This design comes from an exercise in tuning for small area, a short achievable clock period and few clock cycles per item on the open sky130 flow, not from production work. RTL that was checked went through simulation tests only; none was proved equivalent to the original.

run A:
## insertionSort
module insertionSort #(
    parameter NUM_VALS = 32,
    parameter SIZE_DATA = 16
)(
    input  logic                          i_clk,
    input  logic                          i_rst_n,
    input  logic                          i_start,
    input  logic [NUM_VALS*SIZE_DATA-1:0] i_data,
    output logic                          o_done,
    output logic [NUM_VALS*SIZE_DATA-1:0] o_data
);
Size: about 9900 cells after synthesis, about 530 flip-flops, ~0.051 mm^2 of cells after synthesis.
Settings: LEC_CHECK=0, ABC_AREA=1, CAP_MARGIN=20, CORE_AREA=2 2 378 378, CTS_CLUSTER_DIAMETER=120, CTS_CLUSTER_SIZE=20, DIE_AREA=0 0 380 380, SLEW_MARGIN=20; clock period 10.0 ns.
standard.sh (not shown) runs the stock make flow with config.mk's settings and CLKGATE_MAP_FILE= SYNTH_SCRIPT=/design/flow/synth_recipe.tcl, a recipe that flattens the netlist after the stock synthesis.
==> flow/flow/run.sh <==
#!/bin/bash
# The standard ORFS layout (the standard.sh, standard synthesis unchanged)
# with two changes: the port buffers the standard flow's flow inserts use a small buffer
# cell instead of the delay buffer buffer_ports picks by default, and repair
# aims for a setup slack margin of MARGIN ns against the 10 ns clock.
# Each tool's output goes to ORFS's own logs under orfs/logs; the make output
# is kept in standard.log.
set -euo pipefail
MARGIN=$(cat flow/margin.txt)
PORTBUF=$(cat flow/portbuf.txt)
bash standard.sh "SETUP_SLACK_MARGIN=${MARGIN}" \
    "BUFFER_PORTS_ARGS=-buffer_cell ${PORTBUF}" finish > standard.log 2>&1
==> flow/flow/margin.txt <==
6.7
==> flow/flow/portbuf.txt <==
sky130_fd_sc_hd__buf_1
Testbench counts of run A, summed over its fixed seeds: cycles 1,920, sorts 192.
Here is what was changed in the inputs of run B compared with run A.
==> flow/flow/margin.txt <==
6.5
### Flow results
Routed wire length (run B over run A): decrease, about 5.5%. [run B vs run A] utilization: lower in run B. Run B against run A; final instance count without filler cells is down by a few percent.
[inputs] run C vs run B
==> flow/flow/margin.txt <==
6.6
Notes after the runs:
- From run B to run C, total placed cells including tap cells did not move at all.
- The sequential share of layout area in run C sits 0.46 points above the value recorded for run B.
- Compared with run B, run C has extra setup slack.


Another version of the RTL of insertionSort (not shown whole).
For scale: about 5000 cells after synthesis, about 520 flip-flops, about 0.041 mm² of cells after synthesis.
export LEC_CHECK = 0
export CAP_MARGIN = 20
export CORE_MARGIN = 2
export CORE_UTILIZATION = 60
export SETUP_SLACK_MARGIN = 5
export SLEW_MARGIN = 20
create_clock -name core_clock -period 10.0 [get_ports {i_clk}]
run.sh (not shown) runs the stock make flow with config.mk's settings and CLKGATE_MAP_FILE= SYNTH_SCRIPT=/design/flow/synth_recipe.tcl, a recipe that flattens the netlist after the stock synthesis.
Stock flow here: none of the scripts above is used.
The first run aborted during I/O pin placement on PPL-0024.
Next try:
--- a/flow/config.mk
+++ b/flow/config.mk
@@ -8,5 +8,5 @@
 export CAP_MARGIN = 20
 export CORE_MARGIN = 2
-export CORE_UTILIZATION = 60
+export CORE_UTILIZATION = 40
 export SETUP_SLACK_MARGIN = 5
 export SLEW_MARGIN = 20
This time the run passed the timing, design-rule and antenna checks.
Synthesized cell count does not change.
Synthesized area stays the same.
Function was not checked in any run of this note: the RTL went through the layout flow alone.


Another version of the RTL of insertionSort (not shown whole).
Size: about 10000 cells after synthesis, roughly 540 flip-flops, roughly 1000 I/O pins, about 54000 µm² of cells after synthesis.
## insertionSort
module insertionSort #(
    parameter NUM_VALS = 32,
    parameter SIZE_DATA = 16
)(
    input  logic                          i_clk,
    input  logic                          i_rst_n,
    input  logic                          i_start,
    input  logic [NUM_VALS*SIZE_DATA-1:0] i_data,
    output logic                          o_done,
    output logic [NUM_VALS*SIZE_DATA-1:0] o_data
);
    localparam int N = 32;
    localparam int W = 16;
    localparam int G = N / 4;
    localparam int STEPS = 9;
    logic             r_busy;
    logic [3:0]      r_cnt;
    logic [N*W-1:0]   r_key;             
    logic [N*W-1:0]   w_perm;            
    logic [N*W-1:0]   w_next;            
    logic [N*W-1:0]   w_din;             
    logic [G*2-1:0]   w_kind;            
    logic [G*8-1:0]   w_rank;            
    logic [G*2-1:0]   r_kind;            
    logic [G*8-1:0]   r_rank;            
    logic [3:0]      w_step;            
    assign w_step = r_busy ? r_cnt + 1'b1 : '0;
    always_ff @(posedge i_clk) begin
        r_kind <= w_kind;
  ...
==> flow/config.mk <==
export PLATFORM = sky130hd
export DESIGN_NAME = insertionSort
export DESIGN_NICKNAME = insertionSort
export VERILOG_FILES = /design/flow/design.v
export SDC_FILE = /design/flow/constraint.sdc
export NUM_CORES = 8
export LEC_CHECK = 0
export ABC_AREA = 1
export CAP_MARGIN = 20
export CORE_AREA = 2 2 378 378
export CTS_CLUSTER_DIAMETER = 120
export CTS_CLUSTER_SIZE = 20
export DIE_AREA = 0 0 380 380
export SLEW_MARGIN = 20
==> flow/constraint.sdc <==
create_clock -name core_clock -period 10.0 [get_ports {i_clk}]
set_input_delay 2.0000 -clock core_clock [delete_from_list [all_inputs] [get_ports {i_clk}]]
set_output_delay 2.0000 -clock core_clock [all_outputs]
set_load 0.01 [all_outputs]
standard.sh (not shown) runs the stock make flow with config.mk's settings and CLKGATE_MAP_FILE= SYNTH_SCRIPT=/design/flow/synth_recipe.tcl, a recipe that flattens the netlist after the stock synthesis.
==> flow/flow/margin.txt <==
6.45
Scripts as last shown in full above: flow/flow/run.sh, flow/flow/portbuf.txt
The starting point produced a clean layout.
Testbench counts at the start, summed over its fixed seeds: cycles 1,920, sorts 192.
Edit:
==> flow/flow/margin.txt (replaced) <==
6.55
Outcome:
- The new run ran to the end with no violations
- first-iteration DRC count grows by about 6.6%
- die area does not change
Edit:
==> flow/flow/margin.txt (replaced) <==
6.5
The changed run passed the timing, design-rule and antenna checks. Routed wire length goes down by 0.43%. Sequential share of layout area is about the same. Global-route usage went down by 0.19 points. Core utilization drops by 0.57 points. Cell area shrinks by about 1.3%.


Another version of the RTL of insertionSort (not shown whole).
For scale: ~9700 cells after synthesis, ~530 flip-flops, ~1000 I/O pins, about 0.050 sq mm of cells after synthesis.
==> flow/config.mk <==
export PLATFORM = sky130hd
export DESIGN_NAME = insertionSort
export DESIGN_NICKNAME = insertionSort
export VERILOG_FILES = /design/flow/design.v
export SDC_FILE = /design/flow/constraint.sdc
export NUM_CORES = 8
export LEC_CHECK = 0
export ABC_AREA = 1
export CAP_MARGIN = 20
export CORE_AREA = 2 2 378 378
export CTS_CLUSTER_DIAMETER = 120
export CTS_CLUSTER_SIZE = 20
export DIE_AREA = 0 0 380 380
export SLEW_MARGIN = 20
==> flow/constraint.sdc <==
create_clock -name core_clock -period 10.0 [get_ports {i_clk}]
set_input_delay 2.0000 -clock core_clock [delete_from_list [all_inputs] [get_ports {i_clk}]]
set_output_delay 2.0000 -clock core_clock [all_outputs]
set_load 0.01 [all_outputs]
==> flow/flow/margin.txt <==
6.5
Scripts as last shown in full above: flow/flow/run.sh, flow/flow/portbuf.txt
The first run ran to the end with no violations.
Then changed:
==> flow/flow/margin.txt (replaced) <==
6.6
What happened: Worst setup slack improves by 100 ps. Hold slack is worse by 15 ps. Routed wire length rises by 0.98%. Final cell count grows by 0.55%. Via count goes up by 0.42%. Design area went up by 2.9%.
No run of this note included a check of the RTL's function; only the layout flow was run.


Another version of the RTL of insertionSort (not shown whole).
For scale: ~530 flip-flops, about 1000 I/O pins.
export LEC_CHECK = 0
export ABC_AREA = 1
export CAP_MARGIN = 20
export CORE_AREA = 2 2 358 358
export CTS_CLUSTER_DIAMETER = 120
export CTS_CLUSTER_SIZE = 20
export DIE_AREA = 0 0 360 360
export SLEW_MARGIN = 20
create_clock -name core_clock -period 10.0 [get_ports {i_clk}]
==> flow/flow/margin.txt <==
6.7
Scripts as last shown in full above: flow/flow/run.sh, flow/flow/portbuf.txt
The starting point completed with no timing, DRC or antenna violations.
Testbench counts at the start, summed over its fixed seeds: cycles 1,920, sorts 192.
Then changed:
==> flow/flow/margin.txt (replaced) <==
6.6
--- a/flow/config.mk
+++ b/flow/config.mk
@@ -9,6 +9,6 @@
 export CAP_MARGIN = 20
-export CORE_AREA = 2 2 358 358
+export CORE_AREA = 2 2 348 348
 export CTS_CLUSTER_DIAMETER = 120
 export CTS_CLUSTER_SIZE = 20
-export DIE_AREA = 0 0 360 360
+export DIE_AREA = 0 0 350 350
 export SLEW_MARGIN = 20
What happened:
- global-route usage came out lower by 1.5 points
- synthesized cell count does not change
- core utilization came out lower by 1.5 points
- flip-flop and latch count is unchanged
- non-clock buffer count came out lower by 445
- worst hold slack gets worse by 12 ps
- routed wire length came out lower by about 8%
- count of clock-buffer cells in the layout came out lower by 2
- via count came out lower by about 4.3%
- synthesized area is unchanged
Then changed:
==> flow/flow/margin.txt (replaced) <==
6.2
--- a/flow/config.mk
+++ b/flow/config.mk
@@ -7,8 +7,8 @@
 export LEC_CHECK = 0
-export ABC_AREA = 1
+export ABC_AREA = 0
 export CAP_MARGIN = 20
-export CORE_AREA = 2 2 348 348
+export CORE_AREA = 2 2 378 378
 export CTS_CLUSTER_DIAMETER = 120
 export CTS_CLUSTER_SIZE = 20
-export DIE_AREA = 0 0 350 350
+export DIE_AREA = 0 0 380 380
 export SLEW_MARGIN = 20
Via count fell by about 17%.
Design area drops by about 4.4%.


Starting RTL as in the previous note.
Settings: LEC_CHECK=0, ABC_AREA=1, CAP_MARGIN=20, CORE_AREA=2 2 358 358, CTS_CLUSTER_DIAMETER=120, CTS_CLUSTER_SIZE=20, DIE_AREA=0 0 360 360, SLEW_MARGIN=70; clock period 10.0 ns.
==> flow/flow/margin.txt <==
6.7
Scripts as last shown in full above: flow/flow/run.sh, flow/flow/portbuf.txt
The baseline finished with timing, DRC and antenna clean.
Testbench counts at the start, summed over its fixed seeds: cycles 1,920, sorts 192.
Edit:
==> flow/flow/margin.txt (replaced) <==
6.6
--- a/flow/config.mk
+++ b/flow/config.mk
@@ -13,2 +13,2 @@
 export DIE_AREA = 0 0 360 360
-export SLEW_MARGIN = 70
+export SLEW_MARGIN = 90
Effect: Now the flow died in global routing (5_1_grt) on GRT-0116. Synthesized area stays the same. Synthesized cell count stays the same.
Edit:
--- a/flow/config.mk
+++ b/flow/config.mk
@@ -9,6 +9,6 @@
 export CAP_MARGIN = 20
-export CORE_AREA = 2 2 358 358
+export CORE_AREA = 2 2 338 338
 export CTS_CLUSTER_DIAMETER = 120
 export CTS_CLUSTER_SIZE = 20
-export DIE_AREA = 0 0 360 360
-export SLEW_MARGIN = 90
+export DIE_AREA = 0 0 340 340
+export SLEW_MARGIN = 20
Result: With this change the flow completed with no timing, DRC or antenna violations. Synthesized cell count is unchanged. Area after synthesis is unchanged.
Edit:
--- a/flow/config.mk
+++ b/flow/config.mk
@@ -9,6 +9,6 @@
 export CAP_MARGIN = 20
-export CORE_AREA = 2 2 338 338
+export CORE_AREA = 2 2 358 358
 export CTS_CLUSTER_DIAMETER = 120
 export CTS_CLUSTER_SIZE = 20
-export DIE_AREA = 0 0 340 340
+export DIE_AREA = 0 0 360 360
 export SLEW_MARGIN = 20
Result: First-iteration DRC count fell by 0.60%; hold slack gets worse by 8.8 ps; utilization fell by 5.0 points.

-- separate check: timing with driven ports --
The flow's constraints put no driver on any port. The routed layouts listed below were extracted and timed again, unchanged, in two steps. Step 1 (the two cells are an assumption about what drives the block):
set clk [get_ports {i_clk}]
set_driving_cell -lib_cell sky130_fd_sc_hd__clkbuf_16 $clk
set_driving_cell -lib_cell sky130_fd_sc_hd__buf_2 [delete_from_list [all_inputs] $clk]
Step 2, shift: input delay + t, output delay - t, t = (earliest + latest rising clock arrival at the registers) / 2. This alone moves slack from input paths to output paths. Slacks: ideal / step 1 / step 2; pairs: ideal / step 1.
| run | shift t [ns] | setup slack, ns | worst hold slack (ns) | worst setup path after step 2 | pins driven straight from the clock port |
|---|---|---|---|---|---|
| run A | 0.755 | 6.562 / 6.473 / 6.560 | 0.499 / 0.499 / 0.499 | input to register | 1 |
| run B | 0.744 | 6.465 / 6.378 / 6.484 | 0.518 / 0.518 / 0.518 | register to register | 1 |
| run C | 0.748 | 6.549 / 6.476 / 6.549 | 0.522 / 0.522 / 0.522 | register to register | 1 |
| the second run of note 2 | 0.729 | 4.662 / 4.662 / 4.662 | 0.554 / 0.554 / 0.554 | register to register | 1 |
| the first run of note 3 | 0.764 | 6.382 / 6.312 / 6.382 | 0.551 / 0.551 / 0.551 | register to register | 1 |
| the second run of note 3 | 0.768 | 6.486 / 6.388 / 6.526 | 0.550 / 0.550 / 0.550 | register to register | 1 |
| the third run of note 3 | 0.766 | 6.447 / 6.351 / 6.492 | 0.552 / 0.552 / 0.552 | register to register | 1 |
| the first run of note 4 | 0.744 | 6.350 / 6.253 / 6.437 | 0.495 / 0.495 / 0.495 | input to register | 1 |
| the second run of note 4 | 0.742 | 6.451 / 6.354 / 6.522 | 0.480 / 0.480 / 0.480 | input to register | 1 |
| the first run of note 5 | 0.764 | 6.644 / 6.557 / 6.675 | 0.527 / 0.527 / 0.527 | input to register | 1 |
| the second run of note 5 | 0.738 | 6.522 / 6.447 / 6.522 | 0.515 / 0.515 / 0.515 | register to register | 1 |
| the third run of note 5 | 0.728 | 6.034 / 6.007 / 6.034 | 0.546 / 0.546 / 0.546 | register to register | 1 |
| the first run of note 6 | 0.750 | 6.644 / 6.562 / 6.694 | 0.537 / 0.537 / 0.537 | register to register | 1 |
| the third run of note 6 | 0.750 | 6.464 / 6.464 / 6.464 | 0.531 / 0.531 / 0.531 | register to register | 1 |
| the fourth run of note 6 | 0.760 | 6.565 / 6.480 / 6.582 | 0.522 / 0.522 / 0.522 | input to register | 1 |
After both steps setup and hold are still met in every run listed. The setup slack of run A, which loses most, moves by -0.089 ns with the drivers and by -0.002 ns with both steps.
